This is an optimization exercise on Yosys and OpenROAD, whose aim is small area, not a production implementation. RTL that was checked went through simulation tests only; none was proved equivalent to the original.

==> inputs of run R <==
==> flow/design.v (excerpt) <==
module blink(input signed [23:0] ins, output signed [23:0] outs,
             output signed [23:0] peak_out, output valid_out,
             input clk, input rst);
   function signed [23:0] div2(input signed [23:0] ins);
      begin
         if(ins < 0)
            div2 = ins >>> 4;
         else
            div2 = (ins + ((1 << 4)-1)) >>> 4;
      end
   endfunction
   wire signed [23:0] rc1_out, rc2_out, rc3_out, rc4_out, cr1_out;
   wire read_shift = 1;
   rc rc1(ins,rc1_out,clk,rst);
   rc rc2(div2(rc1_out), rc2_out, clk,rst);
   rc rc3(div2(rc2_out), rc3_out, clk,rst);
   rc rc4(rc3_out, rc4_out, clk,rst);
   cr cr1(rc4_out, outs, clk,rst);
   pd2 pd(outs, 500, peak_out, valid_out, read_shift, clk,rst);
endmodule
==> module rc, before the edit <==
module rc(input signed [23:0] ins, output signed [23:0] outs, input clk, input rst);
   function signed [23:0] div2(input signed [23:0] ins);
      begin
         if(ins < 0)
            div2 = ins >>> 4;
         else
            div2 = (ins + ((1 << 4)-1)) >>> 4;
      end
   endfunction
   reg signed [23:0] out_prev;
   always @ (posedge clk)
      if(rst) out_prev <= 0;
      else    out_prev <= outs;
   assign outs = ins - div2(out_prev) + out_prev; 
endmodule
==> module cr, before the edit <==
module cr(input signed [23:0] ins, output signed [23:0] outs, input clk, input rst);
   function signed [23:0] div2(input signed [23:0] ins);
      begin
         if(ins < 0)
            div2 = ins >>> 4;
         else
            div2 = (ins + ((1 << 4)-1)) >>> 4;
      end
   endfunction
   reg signed [23:0] out_prev, in_prev;
   always @ (posedge clk) begin
      if(rst) begin
         out_prev <= 0;
         in_prev <= 0;
      end else begin
         out_prev <= outs;
         in_prev <= ins;
      end
   end
   assign outs = ins - in_prev + out_prev - div2(out_prev);
endmodule
==> module pd2, before the edit <==
module pd2(input signed [23:0] ins, 
          input signed [23:0] threshold, 
          output signed [23:0] peak_out,
          output valid_out,
          input read_shift,
          input clk,
          input rst);
   reg state;
   reg signed [23:0] peak1, peak2, peak;
   reg valid1, valid2;
   wire below_threshold = (ins < threshold) ? 1 : 0;
   wire write_shift = (state == 1) & below_threshold;
   assign peak_out = peak2;
   assign valid_out = valid2;
   always @ (posedge clk) begin
      if(rst) begin
         valid1 <= 0;
         valid2 <= 0;
         peak1 <= 0;
         peak2 <= 0;
      end else if(read_shift | write_shift) begin
         valid1 <= write_shift ? 1 : 0;
         valid2 <= valid1;
         peak1 <= write_shift ? peak : 0;  
         peak2 <= peak1;
      end
   end
   always @ (posedge clk) begin
      if(rst) begin
         state <= 0;
         peak <= 0;
      end else if(state == 0) begin
         if(below_threshold) begin
            state <= 0;
         end else begin
            state <= 1;
            peak <= ins;
         end
      end else begin
         if(below_threshold) begin
            state <= 0;
         end else begin
            if(ins > peak) peak <= ins;
            state <= 1;
         end
      end
   end
endmodule
==> module blink, before the edit <==
module blink(input signed [23:0] ins, output signed [23:0] outs,
             output signed [23:0] peak_out, output valid_out,
             input clk, input rst);
   function signed [23:0] div2(input signed [23:0] ins);
      begin
         if(ins < 0)
            div2 = ins >>> 4;
         else
            div2 = (ins + ((1 << 4)-1)) >>> 4;
      end
   endfunction
   wire signed [23:0] rc1_out, rc2_out, rc3_out, rc4_out, cr1_out;
   wire read_shift = 1;
   rc rc1(ins,rc1_out,clk,rst);
   rc rc2(div2(rc1_out), rc2_out, clk,rst);
   rc rc3(div2(rc2_out), rc3_out, clk,rst);
   rc rc4(rc3_out, rc4_out, clk,rst);
   cr cr1(rc4_out, outs, clk,rst);
   pd2 pd(outs, 500, peak_out, valid_out, read_shift, clk,rst);
endmodule
clock: 25.0 ns
lec_check: 0
cap_margin: 20
core_margin: 2
core_utilization: 40
slew_margin: 20
run.sh (not shown) runs the stock make flow with config.mk's settings and CLKGATE_MAP_FILE= SYNTH_SCRIPT=/design/flow/synth_recipe.tcl, a recipe that flattens the netlist after the stock synthesis.
==> inputs of run C, as changes to run R <==
==> flow/design.v (replaced) <==
module fa(input a, input b, input c, output s, output co);
   assign s = a ^ b ^ c;
   assign co = (a & b) | (a & c) | (b & c);
endmodule
module rca24(input [23:0] a, input [23:0] b, input ci, output [23:0] s);
   wire [24:0] c;
   assign c[0] = ci;
   genvar i;
   generate
      for (i = 0; i < 24; i = i + 1) begin : bit_
         fa f(a[i], b[i], c[i], s[i], c[i+1]);
      end
   endgenerate
endmodule
module inv1(input a, output y);
   assign y = ~a;
endmodule
module maj(input a, input b, input c, output y);
   assign y = (a & b) | (a & c) | (b & c);
endmodule
module flipbit(input w, input p, input u, output o, output pn);
   assign o = w ^ (u & p);
   assign pn = p & w;
endmodule
module rnd(input [23:0] w, input c, output v);
   wire lo15 = &w[3:0];
   wire lo0 = ~|w[3:0];
   wire s = w[23] ^ (c & (&w[22:0]));           
   wire nz = ~((lo0 & ~c) | (lo15 & c));         
   assign v = (c & lo15) | (~s & nz);
endmodule
module blink(input signed [23:0] ins, output signed [23:0] outs,
             output signed [23:0] peak_out, output valid_out,
             input clk, input rst);
   reg [23:0] h1, a2n, z3n, z4n, qqn;
   reg b1, r1d, ud;
   function [23:0] sh;
      input [23:0] x;
      sh = {{4{x[23]}}, x[23:4]};
   endfunction
   wire [23:0] a2 = ~a2n;
   wire [23:0] z3 = ~z3n;
   wire [23:0] z4 = ~z4n;
   wire [23:0] qq = ~qqn;
   wire [23:0] g2;
   rca24 a_g2(a2, sh(a2n), r1d, g2);
   wire v3, v4;
   rnd n_3(z3, ud, v3);
   rnd n_4(z4, ud, v4);
   wire [23:0] g3;
   rca24 a_g3(z3, sh(z3n), ud, g3);
   wire rq = ~qq[23] & (|qq[3:0]);
   wire [23:0] gq;
   rca24 a_gq(qq, sh(qqn), ~rq, gq);
   wire [23:0] y1;
   rca24 a_y1(ins, h1, b1, y1);
   wire r1 = ~y1[23] & (|y1[3:0]);
   wire [23:0] m1n;
   rca24 a_m1(~y1, sh(y1), 1'b1, m1n);
   wire [23:0] a;
   rca24 a_a(sh(y1), g2, ~ud, a);
   wire u;
   rnd n_2(a, r1, u);
   wire [23:0] z;
   rca24 a_z(sh(a), g3, ~v3, z);
   wire [23:0] t;
   rca24 a_t(z, sh(z4n), ~v4, t);
   wire [23:0] z4x;
   rca24 a_z4(t, z4, ud, z4x);
   wire [23:0] w;
   rca24 a_w(t, gq, 1'b0, w);
   wire [24:0] all1;
   wire [23:0] o;
   assign all1[0] = 1'b1;
   genvar j;
   generate
      for (j = 0; j < 24; j = j + 1) begin : inc_
         flipbit fb(w[j], all1[j], u, o[j], all1[j+1]);
      end
   endgenerate
   assign outs = o;
   wire rstn;
   inv1 i_rstn(rst, rstn);
   always @(posedge clk) begin
      if (rst) begin
         h1 <= 24'd0; b1 <= 1'b0; r1d <= 1'b0; ud <= 1'b0;
      end else begin
         h1 <= ~m1n; b1 <= ~r1; r1d <= r1; ud <= u;
      end
   end
   always @(posedge clk) begin
      if (~rstn) begin
         a2n <= 24'hffffff; z3n <= 24'hffffff; z4n <= 24'hffffff;
         qqn <= 24'hffffff;
      end else begin
         a2n <= ~a; z3n <= ~z; z4n <= ~z4x;
         qqn <= ~o;
      end
   end
   reg sd, vdn;
   reg [23:0] pkn;
   wire signed [23:0] qs = qq;
   wire below = qs < 24'sd500;
   wire [24:0] gc;
   assign gc[0] = 1'b0;
   genvar m;
   generate
      for (m = 0; m < 24; m = m + 1) begin : cmp_
         if (m == 23)
            maj c(~qq[m], ~pkn[m], gc[m], gc[m+1]);
         else
            maj c(qq[m], pkn[m], gc[m], gc[m+1]);
      end
   endgenerate
   wire load = ~below & (~sd | gc[24]);
   always @(posedge clk) begin
      if (rst) begin
         sd <= 1'b0; vdn <= 1'b1;
      end else begin
         sd <= ~below;
         vdn <= ~(sd & below);
      end
   end
   always @(posedge clk)
      if (load) pkn <= qqn;
   assign peak_out = ~(pkn | {24{vdn}});
   assign valid_out = ~vdn;
endmodule
==> flow/flow/run.sh (new file) <==
#!/bin/bash
# The standard layout, with two changes to how it is made:
#  - every port still gets a buffer, but the smallest one (buf_1) instead of
#    the delay buffer buffer_ports picks by itself;
#  - clock tree synthesis adds no dummy loads to balance the tree.
set -euo pipefail
export BUFFER_PORTS_ARGS="-buffer_cell sky130_fd_sc_hd__buf_1"
export CTS_ARGS="-sink_clustering_enable -repair_clock_nets -dont_use_dummy_load -buf_list sky130_fd_sc_hd__clkbuf_8 -sink_clustering_size 40 -sink_clustering_max_diameter 200"
export SETUP_MOVE_SEQUENCE="unbuffer,sizeup,swap"
bash standard.sh > standard.log 2>&1
==> flow/standard.sh (new file) <==
#!/bin/bash
# synth_recipe.tcl (not shown) runs the flow's synth.tcl, then flattens the netlist and writes it again
# the make line also repeats each setting of config.mk as NAME=value (left out here)
make -C /OpenROAD-flow-scripts/flow DESIGN_CONFIG=/design/flow/config.mk WORK_HOME=/design/flow/orfs CLKGATE_MAP_FILE= SYNTH_SCRIPT=/design/flow/synth_recipe.tcl "${@:-finish}"
CORE_UTILIZATION = 70   (was 40)
CTS_BUF_LIST = sky130_fd_sc_hd__clkbuf_8   (was unset)
CTS_CLUSTER_DIAMETER = 200   (was unset)
CTS_CLUSTER_SIZE = 40   (was unset)
SYNTH_HIERARCHICAL = 1   (was unset)
SYNTH_MINIMUM_KEEP_SIZE = 0   (was unset)
removed: flow/run.sh
==> qor summary <==
                                                                                      run C                    run R
Outcome                                                             complete, no violations  complete, no violations
Worst-case setup margin in the final layout                                        0.345 ns                 0.910 ns
Flip-flop and latch area                                                          3220 um^2                3900 um^2
Register-to-register path setup slack                                               9.75 ns                  6.93 ns
Total length of routed met3 wires                                                    627 um                  1540 um
Hold slack final                                                                   0.439 ns                 0.438 ns
Area post-placement                                                              11000 um^2               18900 um^2
Max_slew headroom                                                                     28.3%                    31.9%
Clock Network Area Fraction                                                           2.05%                    3.07%
Iteration count of the initial detailed-routing pass                                      4                        5
Clock skew                                                                        0.0181 ns                0.0133 ns
Synth warnings                                                                            7                        5
Vias in the first global route                                                         6734                    14000
Number of buffer and inverter instances along the worst setup path                        2                        5
Die Outline Area                                                                 15400 um^2               45600 um^2
Function not checked in run C: the RTL went through the layout flow alone.

## afterwards: timing with drivers on the ports
The flow's constraints put no driver on any port. The routed layouts listed below were extracted and timed again, unchanged, in two steps. Step 1 sets driving cells, clkbuf_16 on the clock port and buf_2 on the other inputs (assumed; they add their load-dependent delay and slew). Step 2 times the ports against the registers' clock, not the clock port: input delays grow and output delays shrink by t, the midpoint of the rising clock arrivals with the driver on. Three values: no drivers, after step 1, after step 2; two values: the first two.
run | t, ns | setup WS [ns] | worst slew at a driven data input, ns | pins driven straight from the clock port
run R | 0.518 | 0.910 / 0.886 / 0.886 | 0.05 | 1
run C | 0.495 | 0.345 / 0.326 / 0.326 | 0.03 | 1
After both steps every run listed still meets setup and hold. The setup slack of run R, which loses most, moves by -0.024 ns with the drivers and by -0.024 ns with both steps.
